Background: an optimization exercise with open tools, aiming at small area. Do not read the settings as production practice.
The RTL was checked by simulation tests, not by an equivalence proof against the original design.
Power figures rest on the tool's default switching activity, not on a simulated workload.

## fpga_debug_top
module fpga_debug_top (
    input  logic clk,
    input  logic i_uart_rx_pin,
    output logic o_uart_tx_pin,
    input  logic rst_n,
    output logic led
);
==> flow/config.mk <==
export PLATFORM = sky130hd
export DESIGN_NAME = fpga_debug_top
export DESIGN_NICKNAME = fpga_debug_top
export VERILOG_FILES = /design/flow/design.v
export SDC_FILE = /design/flow/constraint.sdc
export NUM_CORES = 4
export LEC_CHECK = 0
export CAP_MARGIN = 20
export CORE_MARGIN = 2
export CORE_UTILIZATION = 60
export SLEW_MARGIN = 20
==> flow/constraint.sdc <==
create_clock -name core_clock -period 20.0 [get_ports {clk}]
set_input_delay 4.0000 -clock core_clock [delete_from_list [all_inputs] [get_ports {clk}]]
set_output_delay 4.0000 -clock core_clock [all_outputs]
set_load 0.01 [all_outputs]
standard.sh (not shown) runs the stock make flow with config.mk's settings and CLKGATE_MAP_FILE= SYNTH_SCRIPT=/design/flow/synth_recipe.tcl, a recipe that flattens the netlist after the stock synthesis.
==> flow/flow/run.sh <==
#!/bin/bash
set -euo pipefail
export CTS_ARGS="-sink_clustering_enable -dont_use_dummy_load -buf_list sky130_fd_sc_hd__inv_6 -sink_clustering_size 18 -sink_clustering_max_diameter 50"
bash standard.sh > standard_flow.log 2>&1
==> next run, changes <==
==> flow/flow/run.sh (replaced) <==
#!/bin/bash
set -euo pipefail
export CTS_ARGS="-sink_clustering_enable -repair_clock_nets -dont_use_dummy_load -buf_list sky130_fd_sc_hd__clkbuf_8 -sink_clustering_size 22 -sink_clustering_max_diameter 50"
bash standard.sh > standard_flow.log 2>&1
The changed run went through all stages and came out clean. Sequential share of layout area went down by 0.89 points. Global-route usage hardly moves. Final area went up by 1.0%. Total power went up by 2.5%. Setup slack is worse by 0.23 ns. Register-to-register slack is worse by 0.03 ns. Sequential power barely changes.
==> next run, changes <==
==> flow/flow/run.sh (replaced) <==
#!/bin/bash
set -euo pipefail
export CTS_ARGS="-sink_clustering_enable -repair_clock_nets -dont_use_dummy_load -buf_list sky130_fd_sc_hd__buf_6 -sink_clustering_size 18 -sink_clustering_max_diameter 50"
bash standard.sh > standard_flow.log 2>&1
- CORE_UTILIZATION: 60 -> 70
The changed run ran to the end with no violations.
Total power is lower by about 0.6%.
Global-route usage is higher by 2.7 points.
Fmax is about the same.
Via count is about the same.
Register-to-register slack degrades by 0.05 ns.
Flip-flop and latch count stays the same.
Utilization is higher by 10 points.
==> next run, changes <==
==> flow/flow/run.sh (replaced) <==
#!/bin/bash
set -euo pipefail
platform_dir="$FLOW_HOME/platforms/$FLOW_PLATFORM"
results="orfs/results/$FLOW_PLATFORM/fpga_debug_top/base"

export CTS_ARGS="-sink_clustering_enable -dont_use_dummy_load -buf_list sky130_fd_sc_hd__inv_6 -sink_clustering_size 20 -sink_clustering_max_diameter 50"
bash standard.sh > standard_flow.log 2>&1

if ! ODB="$results/6_final.odb" PLATFORM_DIR="$platform_dir" \
    openroad -no_init -exit flow/clock_parity.tcl > clock_parity.log 2>&1 ||
  ! grep -q "^ODD_PARITY 0$" clock_parity.log; then
  rm -rf orfs out/final.def
  export CTS_ARGS="-sink_clustering_enable -repair_clock_nets -dont_use_dummy_load -buf_list sky130_fd_sc_hd__buf_6 -sink_clustering_size 18 -sink_clustering_max_diameter 50"
  bash standard.sh > standard_flow_buffer_tree.log 2>&1
fi
==> flow/flow/clock_parity.tcl (new file) <==
# Counts, for every flip-flop, the inverters between its clock pin and the
# clock port, and prints how many flip-flops see an odd number of them.
# Environment: ODB (the layout), PLATFORM_DIR.
read_lef $::env(PLATFORM_DIR)/lef/sky130_fd_sc_hd.tlef
read_lef $::env(PLATFORM_DIR)/lef/sky130_fd_sc_hd_merged.lef
read_db $::env(ODB)
set block [ord::get_db_block]
set odd 0
set total 0
foreach inst [$block getInsts] {
  set master [[$inst getMaster] getName]
  if {![string match "*__df*" $master] && ![string match "*__edf*" $master]} { continue }
  set net [[$inst findITerm CLK] getNet]
  incr total
  set inverters 0
  for {set depth 0} {$depth < 64} {incr depth} {
    set driver ""
    foreach iterm [$net getITerms] {
      if {[$iterm isOutputSignal]} { set driver $iterm }
    }
    if {$driver eq ""} { break }
    set cell [$driver getInst]
    if {[string match "*inv*" [[$cell getMaster] getName]]} { incr inverters }
    set net [[$cell findITerm A] getNet]
  }
  if {$depth >= 64 || $inverters % 2} { incr odd }
}
puts "FLOPS $total"
if {$total == 0} { incr odd }
puts "ODD_PARITY 1"
- CORE_UTILIZATION: 70 -> 60
Maximum frequency falls by 0.66%; setup slack is worse by 0.038 ns; count of clock-buffer cells in the layout rises by 6; design area rises by 0.44%; utilization falls by 11 points; register-to-register slack is better by 0.05 ns; global-route usage falls by 2.5 points; non-clock buffer count falls by 1; wire length falls by 3.2%; sequential power stays flat.

## separate check: timing with driven ports
The results above use ideal ports. As a check the final layouts listed here were re-extracted and re-timed, cells and wires unchanged. Step 1 sets driving cells, clkbuf_16 on the clock port and buf_2 on the other inputs (assumed; they add their load-dependent delay and slew). Step 2 moves the port delays by t, midway between the first and last clock arrival at a register: inputs arrive t later, outputs are due t later. That takes back most of the time a late clock gives input paths. a / b / c = ideal / step 1 / step 2; a / b = the first two.
run | t (ns) | slack for setup (ns) | worst register clock-pin slew, ns
the first run | 0.538 | 14.426 / 14.358 / 14.896 | 0.11 / 0.11
the second run | 0.815 | 14.193 / 14.135 / 14.950 | 0.12 / 0.12
the third run | 0.784 | 14.202 / 14.141 / 14.926 | 0.11 / 0.11
the fourth run | 0.799 | 14.164 / 14.102 / 14.901 | 0.11 / 0.11
After both steps every run listed still meets setup and hold.
